From an optimization exercise on the open Yosys and OpenROAD flow, aimed at small area, a short achievable clock period and few clock cycles; shortcuts taken in it are not production practice. Only simulation tests tie the RTL to the original design; equivalence was not proved. No driver is modelled on the clock port, so clock power and skew are understated where the tree is cut down; a real chip needs a root buffer or a tree. Power is estimated from default activity; no workload was simulated.

build 46:
==> flow/design.v <==
module SME(
  input clk,
  input reset,
  input [7:0] chardata,
  input isstring,
  input ispattern,
  output valid,
  output match,
  output [4:0] match_index
  );
  reg         s_prev, p_prev;  
  reg [255:0] str;             
  reg [4:0]   lm1;             
  reg [4:0]   base1;           
  reg [31:0]  m;
  reg         valid_r, match_r;
  reg [4:0]   idx_r;
  wire [31:0] m_n;
  genvar q;
  generate
    for (q = 0; q < 32; q = q + 1) begin : g_slot
      wire in_str = (q <= lm1);
      wire go = (q == 31) ? (~p_prev & in_str) : (p_prev ? m[(q+1)%32] : in_str);
      match9 cmp(.s(str[8*q +: 8]), .c(chardata), .en(go), .y(m_n[q]));
    end
  endgenerate
  reg [4:0] top;
  integer i;
  always @(*) begin
    top = 5'd0;
    for (i = 0; i < 32; i = i + 1)
      if (m[i]) top = i;
  end
  wire any = |m;
  wire [4:0] nt = ~top;
  wire [4:0] g = base1 & nt;
  wire [4:0] p = base1 ^ nt;
  wire [4:0] c;
  assign c[0] = 1'b0;
  assign c[1] = g[0];
  assign c[2] = g[1] | (p[1] & g[0]);
  assign c[3] = g[2] | (p[2] & g[1]) | (p[2] & p[1] & g[0]);
  assign c[4] = g[3] | (p[3] & g[2]) | (p[3] & p[2] & g[1]) | (p[3] & p[2] & p[1] & g[0]);
  wire [4:0] idx_n = p ^ c;
  always @(posedge clk) begin
    if (reset) begin
      s_prev <= 1'b0;
      p_prev <= 1'b0;
      valid_r <= 1'b0;
    end else begin
      s_prev <= isstring;
      p_prev <= ispattern;
      valid_r <= p_prev & ~ispattern;
    end
    if (isstring) begin
      str <= {str[247:0], chardata};
      lm1 <= s_prev ? lm1 + 5'd1 : 5'd0;
    end
    if (ispattern)
      base1 <= p_prev ? base1 - 5'd1 : lm1 + 5'd1;
    m <= m_n;
    match_r <= any;
    idx_r <= any ? idx_n : 5'd0;
  end
  assign valid = valid_r;
  assign match = match_r;
  assign match_index = idx_r;
endmodule
module match9(input [7:0] s, input [7:0] c, input en, output y);
  assign y = (s == c) & en;
endmodule
clock: 8.0 ns
lec_check: 0
cap_margin: 20
core_margin: 2
core_utilization: 40
slew_margin: 20
synth_hierarchical: 1
synth_minimum_keep_size: 0
standard.sh (not shown) runs the stock make flow with config.mk's settings and CLKGATE_MAP_FILE= SYNTH_SCRIPT=/design/flow/synth_recipe.tcl, a recipe that flattens the netlist after the stock synthesis.
==> flow/flow/run.sh <==
#!/bin/bash
set -euo pipefail
export PRE_CTS_TCL="$PWD/flow/cts_pre.tcl"
bash standard.sh SETUP_SLACK_MARGIN=5.55 finish > standard_flow.log 2>&1
==> flow/flow/cts_pre.tcl <==
# Sourced by ORFS's cts.tcl before clock_tree_synthesis (PRE_CTS_TCL): build
# the two-level clock tree here and turn that call into setting the clock
# propagated, which is all it would add once the tree exists.
source [file join [file dirname [info script]] two_level_cts.tcl]
two_level_clock_tree sky130_fd_sc_hd__clkbuf_8 sky130_fd_sc_hd__clkbuf_16 4 5
rename clock_tree_synthesis orfs_clock_tree_synthesis
proc clock_tree_synthesis { args } {
  puts "clock_tree_synthesis replaced by the two-level tree from cts_pre.tcl"
  set_propagated_clock [all_clocks]
}
Other scripts of this flow, unchanged in this note and not shown: flow/flow/two_level_cts.tcl
Testbench counts of build 46, summed over its fixed seeds: cycles 4,687.
Relative to build 46, the following input files were edited for build 12:
Settings: SLEW_MARGIN changed from 20 to 10; CAP_MARGIN changed from 20 to 10.
==> flow/flow/run.sh <==
#!/bin/bash
set -euo pipefail
export PRE_CTS_TCL="$PWD/flow/cts_pre.tcl"
bash standard.sh SETUP_SLACK_MARGIN=5.6 finish > standard_flow.log 2>&1
Notes after the runs:
- From build 46 to build 12 the numbers moved as follows: clock period minus final worst setup slack now smaller, maximum frequency comparable, global-route wire length before repair comparable, worst setup slack now larger, area of placed instances comparable.
- Diff build 46..build 12 | met1 track demand over resource in global routing | negligible
- | count of final setup violators | build 12 vs build 46 | ≈ equal |
- Compared to build 46, build 12 has area added between synthesis and finish 0.18 points higher.
- On sequential-cell power consumption, build 46 and build 12 are neck and neck.
- Build 46 finished end to end and its layout was clean on timing, DRC and antenna.
- Build 12 was carried through to the last stage, and its layout satisfied the timing, DRC and antenna checks.
- On final-layout worst hold slack, build 46 and build 12 are neck and neck.
- Build 12 -> build 46: count of mapped cells out of synthesis delta 0, exact match
Input changes introduced in build 91 (baseline for comparison: build 12):
Settings: swapping 10 for 20 in SLEW_MARGIN; swapping 10 for 20 in CAP_MARGIN; swapping 40 for 55 in CORE_UTILIZATION.
Diff build 91..build 12 | clock transition at the registers of the reported paths | negligible. In build 91 the number of DRC markers after the initial detailed-route iteration turned out about 22% lower than in build 12. Re share of layout cells above drive strength 1: build 12 was higher than build 91. Via count of the first global-routing pass (build 91 over build 12): increase, 166. Re worst setup slack: build 91 is 29 ps down on build 12. Of build 12 and build 91, the higher cell area belongs to build 12. Between build 12 and build 91, total chip power decreased. Min weighted congestion at the end of routability-driven global placement across build 12 and build 91: build 12. Per the comparison of build 91 with build 12, clock network power share decreased by 0.4 points relative to the old numbers; number of gates resized after cts increased by 7 relative to the old numbers; sequential portion of the cell area increased by 0.66 points relative to the old numbers.
For build 58, these inputs were changed with respect to build 91:
Settings: putting TNS_END_PERCENT at 5 where nothing was set; swapping 55 for 40 in CORE_UTILIZATION.
==> results.txt <==
Relative to build 91, met2 wire length decreased by about 1.8% in build 58.
Taking build 91 as the reference, in build 58 register-to-register slack +30 ps; power in sequential cells ~0 delta; average via count per standard cell -8.1%; number of global-route vias before repair -195.
Route | build 58 vs build 91 | wire shorter in build 58
Against build 91, build 58 reports a data required time at the worst endpoint that is lower.
Count of filler cells inserted in the layout, build 58 vs build 91: up by more than half
STATUS overall die area: build 58 loses against build 91
Comparing the two runs side by side, build 58 comes out behind build 91 on setup slack.
The following lists how build 72 was set up differently from build 58:
Settings: removing TNS_END_PERCENT (formerly 5).
-- flow/flow/cts_pre.tcl --
<<< build 58, line 4
source [file join [file dirname [info script]] two_level_cts.tcl]
two_level_clock_tree sky130_fd_sc_hd__clkbuf_8 sky130_fd_sc_hd__clkbuf_16 4 5
rename clock_tree_synthesis orfs_clock_tree_synthesis
>>> build 72, line 4
source [file join [file dirname [info script]] two_level_cts.tcl]
two_level_clock_tree sky130_fd_sc_hd__clkbuf_16 sky130_fd_sc_hd__clkbuf_16 4 4
rename clock_tree_synthesis orfs_clock_tree_synthesis
--- outcome ---
The wire length of build 58 and that of build 72 are within noise of each other.
[compare] base=build 58 new=build 72: relative max-transition margin fell 1.6 points, power rose 5.1%.
Endpoint of the most critical setup path: match_index[2] -> build 72, match_index[3] -> build 58
| wire length the detailed router placed on met1 | build 72 vs build 58 | about 1.6% lower |
~same data required time at the worst endpoint in build 58 and build 72
For the number of search-and-repair iterations in the first detailed-routing pass, build 72 came in 2 higher than build 58 did.
Build 58 has a higher final worst-path cycle share than build 72.
#### Input delta (build 38 over build 72)
Settings: a change of CORE_UTILIZATION from 40 to 30.
-- flow/flow/cts_pre.tcl --
<<< build 72, line 4
source [file join [file dirname [info script]] two_level_cts.tcl]
two_level_clock_tree sky130_fd_sc_hd__clkbuf_16 sky130_fd_sc_hd__clkbuf_16 4 4
rename clock_tree_synthesis orfs_clock_tree_synthesis
>>> build 38, line 4
source [file join [file dirname [info script]] two_level_cts.tcl]
two_level_clock_tree sky130_fd_sc_hd__clkbuf_8 sky130_fd_sc_hd__clkbuf_16 4 5
rename clock_tree_synthesis orfs_clock_tree_synthesis
- Looking at the reports, build 38 completed the entire flow and the layout it produced met the timing, DRC and antenna checks.
- Build 72 → build 38: power -about 4.6%, final core utilization went down by 11 points, final cell count went up by 146.
- Sort build 72 and build 38 by routed wire length, ascending, and build 72 comes first.
- Clock skew: build 38 vs build 72 up 3.8 ps
- Final area (build 38 over build 72): increase, 61 um2
- On build 38: total met2 wirelength after detailed routing is about 2% lower than what build 72 gave.
- Minimum setup slack after placement is higher on build 72
In every run of this note, the design's own scripts or RTL, not TritonCTS, make the clock network.

========
RTL: the design.v shown in full above, as it stands there.
clock: 8.0 ns
lec_check: 0
cap_margin: 20
core_margin: 2
core_utilization: 40
slew_margin: 20
synth_hierarchical: 1
synth_minimum_keep_size: 0
==> flow/flow/run.sh <==
#!/bin/bash
set -euo pipefail
export PRE_CTS_TCL="$PWD/flow/cts_pre.tcl"
bash standard.sh SETUP_SLACK_MARGIN=5.65 finish > standard_flow.log 2>&1
Other scripts of this flow, unchanged in this note and not shown: flow/flow/cts_pre.tcl, flow/flow/two_level_cts.tcl
The starting point ran to the end with no violations.
Testbench counts at the start, summed over its fixed seeds: cycles 4,687.
Rerun with:
==> flow/flow/run.sh (replaced) <==
#!/bin/bash
set -euo pipefail
export PRE_CTS_TCL="$PWD/flow/cts_pre.tcl"
bash standard.sh SETUP_SLACK_MARGIN=5.6 finish > standard_flow.log 2>&1
After rerunning: Wire length decreases by 0.97%. Cell area hardly moves. Sequential power stays flat. Worst setup slack does not change. Global-route usage stays flat. Via count decreases by 0.58%. Critical path depth increases by 7. Synthesized area does not change. Power is about the same.
No run of this note takes its clock network from TritonCTS; it comes from the design's own scripts or RTL.

========
Setup of job 9922:
SME, a different RTL version from the one above (not shown whole).
For scale: about 900 cells after synthesis.
clock: 8.0 ns
lec_check: 0
cap_margin: 20
core_margin: 2
core_utilization: 40
cts_buf_list: sky130_fd_sc_hd__clkbuf_4
slew_margin: 20
==> flow/flow/run.sh <==
#!/bin/bash
set -euo pipefail
bash standard.sh SETUP_SLACK_MARGIN=5.5 "CTS_ARGS=-sink_clustering_enable -repair_clock_nets -buf_list sky130_fd_sc_hd__clkbuf_4 -dont_use_dummy_load" finish > standard_flow.log 2>&1
Job 9922: no failed stages, no open violations at the end
Testbench counts of job 9922, summed over its fixed seeds: cycles 4,687.
The following lists how job 5581 was set up differently from job 9922:
# job 9922
export LEC_CHECK = 0
export CAP_MARGIN = 20
export CORE_MARGIN = 2
export CORE_UTILIZATION = 40
export CTS_BUF_LIST = sky130_fd_sc_hd__clkbuf_4
export SLEW_MARGIN = 20
create_clock -name core_clock -period 8.0 [get_ports {clk}]
# job 5581
export LEC_CHECK = 0
export CAP_MARGIN = 20
export CORE_MARGIN = 2
export CORE_UTILIZATION = 60
export CTS_BUF_LIST = sky130_fd_sc_hd__clkbuf_4
export SLEW_MARGIN = 20
create_clock -name core_clock -period 8.0 [get_ports {clk}]
==> flow/flow/run.sh <==
#!/bin/bash
set -euo pipefail
bash standard.sh SETUP_SLACK_MARGIN=5.5 "CTS_ARGS=-sink_clustering_enable -repair_clock_nets -buf_list sky130_fd_sc_hd__clkbuf_8 -sink_clustering_size 16 -sink_clustering_max_diameter 60 -dont_use_dummy_load" finish > standard_flow.log 2>&1
## What came out
Between job 5581 and job 9922, it is job 5581 whose power of the combinational group is higher, by about 6%. The final core area utilization of job 5581 exceeds that of job 9922 by 21 points. Going from job 9922 to job 5581, number of buffers inserted during clock tree synthesis shrank by more than half. Across both runs, total global routing track utilization was higher for job 5581 than for job 9922.
diff inputs: job 5581 => job 1346
# job 5581
export LEC_CHECK = 0
export CAP_MARGIN = 20
export CORE_MARGIN = 2
export CORE_UTILIZATION = 60
export CTS_BUF_LIST = sky130_fd_sc_hd__clkbuf_4
export SLEW_MARGIN = 20
create_clock -name core_clock -period 8.0 [get_ports {clk}]
# job 1346
export LEC_CHECK = 0
export CAP_MARGIN = 20
export CORE_MARGIN = 2
export CORE_UTILIZATION = 40
export CTS_BUF_LIST = sky130_fd_sc_hd__clkbuf_4
export SLEW_MARGIN = 20
create_clock -name core_clock -period 8.0 [get_ports {clk}]
==> flow/flow/run.sh <==
#!/bin/bash
set -euo pipefail
bash standard.sh SETUP_SLACK_MARGIN=6.0 finish > standard_flow.log 2>&1
--- outcome ---
- The higher placer's final routability congestion estimate came out of job 5581.
- Diff job 5581 -> job 1346 | global-route usage | decrease of 3.0 points
- Looking at maximum frequency, job 1346 sits 15 MHz lower than job 5581 does.
- Job 1346: clock period minus final worst setup slack higher than job 5581
Input-level comparison between job 3524 and job 1346:
==> flow/flow/run.sh <==
#!/bin/bash
set -euo pipefail
bash standard.sh SETUP_SLACK_MARGIN=5.5 "CTS_ARGS=-sink_clustering_enable -repair_clock_nets -buf_list sky130_fd_sc_hd__clkbuf_8 -sink_clustering_size 16 -sink_clustering_max_diameter 60 -dont_use_dummy_load" finish > standard_flow.log 2>&1
==> results.txt <==
Final critical-path required period: job 3524 < job 1346. Job 3524 against job 1346; routed wire length is down by more than 10%. Between job 3524 and job 1346, the critical path depth figures differ only marginally. NOTE: overall track demand over capacity in global routing in job 3524 falls short of that of job 1346. Clock share of power | job 3524 below job 1346. Note that the area occupied by multi-input gates recorded for job 3524 amounts to 0.881 times the value seen in job 1346.

## separate check: timing with driven ports
The results above use ideal ports. As a check the final layouts listed here were re-extracted and re-timed, cells and wires unchanged. Step 1 (the two cells are an assumption about what drives the block):
set clk [get_ports {clk}]
set_driving_cell -lib_cell sky130_fd_sc_hd__clkbuf_16 $clk
set_driving_cell -lib_cell sky130_fd_sc_hd__buf_2 [delete_from_list [all_inputs] $clk]
Step 2 moves the port delays by t, midway between the first and last clock arrival at a register: inputs arrive t later, outputs are due t later. That takes back most of the time a late clock gives input paths. a / b / c = ideal ports / drivers / drivers and shift; a / b = the first two.
run | t, ns | slack for setup (ns) | hold WS [ns] | clock arrival spread, ns
build 46 | 0.388 | 5.648 / 5.571 / 5.220 | 0.461 / 0.461 / 0.461 | 0.021 / 0.021
build 12 | 0.388 | 5.652 / 5.570 / 5.209 | 0.461 / 0.461 / 0.461 | 0.021 / 0.021
build 91 | 0.384 | 5.623 / 5.559 / 5.193 | 0.467 / 0.467 / 0.467 | 0.019 / 0.019
build 58 | 0.387 | 5.513 / 5.429 / 5.207 | 0.461 / 0.461 / 0.461 | 0.020 / 0.020
build 72 | 0.391 | 5.661 / 5.576 / 5.232 | 0.469 / 0.469 / 0.469 | 0.013 / 0.013
build 38 | 0.390 | 5.632 / 5.546 / 5.229 | 0.470 / 0.470 / 0.470 | 0.017 / 0.017
the first run of note 2 | 0.388 | 5.652 / 5.568 / 5.247 | 0.458 / 0.458 / 0.458 | 0.022 / 0.022
the second run of note 2 | 0.388 | 5.652 / 5.570 / 5.209 | 0.461 / 0.461 / 0.461 | 0.021 / 0.021
job 9922 | 0.689 | 5.298 / 5.251 / 4.848 | 0.419 / 0.419 / 0.419 | 0.096 / 0.096
job 5581 | 0.585 | 5.377 / 5.334 / 4.978 | 0.416 / 0.416 / 0.416 | 0.065 / 0.065
job 1346 | 0.724 | 5.271 / 5.223 / 5.069 | 0.444 / 0.444 / 0.444 | 0.079 / 0.078
job 3524 | 0.623 | 5.390 / 5.344 / 4.899 | 0.435 / 0.435 / 0.435 | 0.043 / 0.043
After both steps setup and hold are still met in every run listed. For job 3524, which loses most, drivers alone change the setup slack by -0.046 ns; drivers and shift together by -0.491 ns.
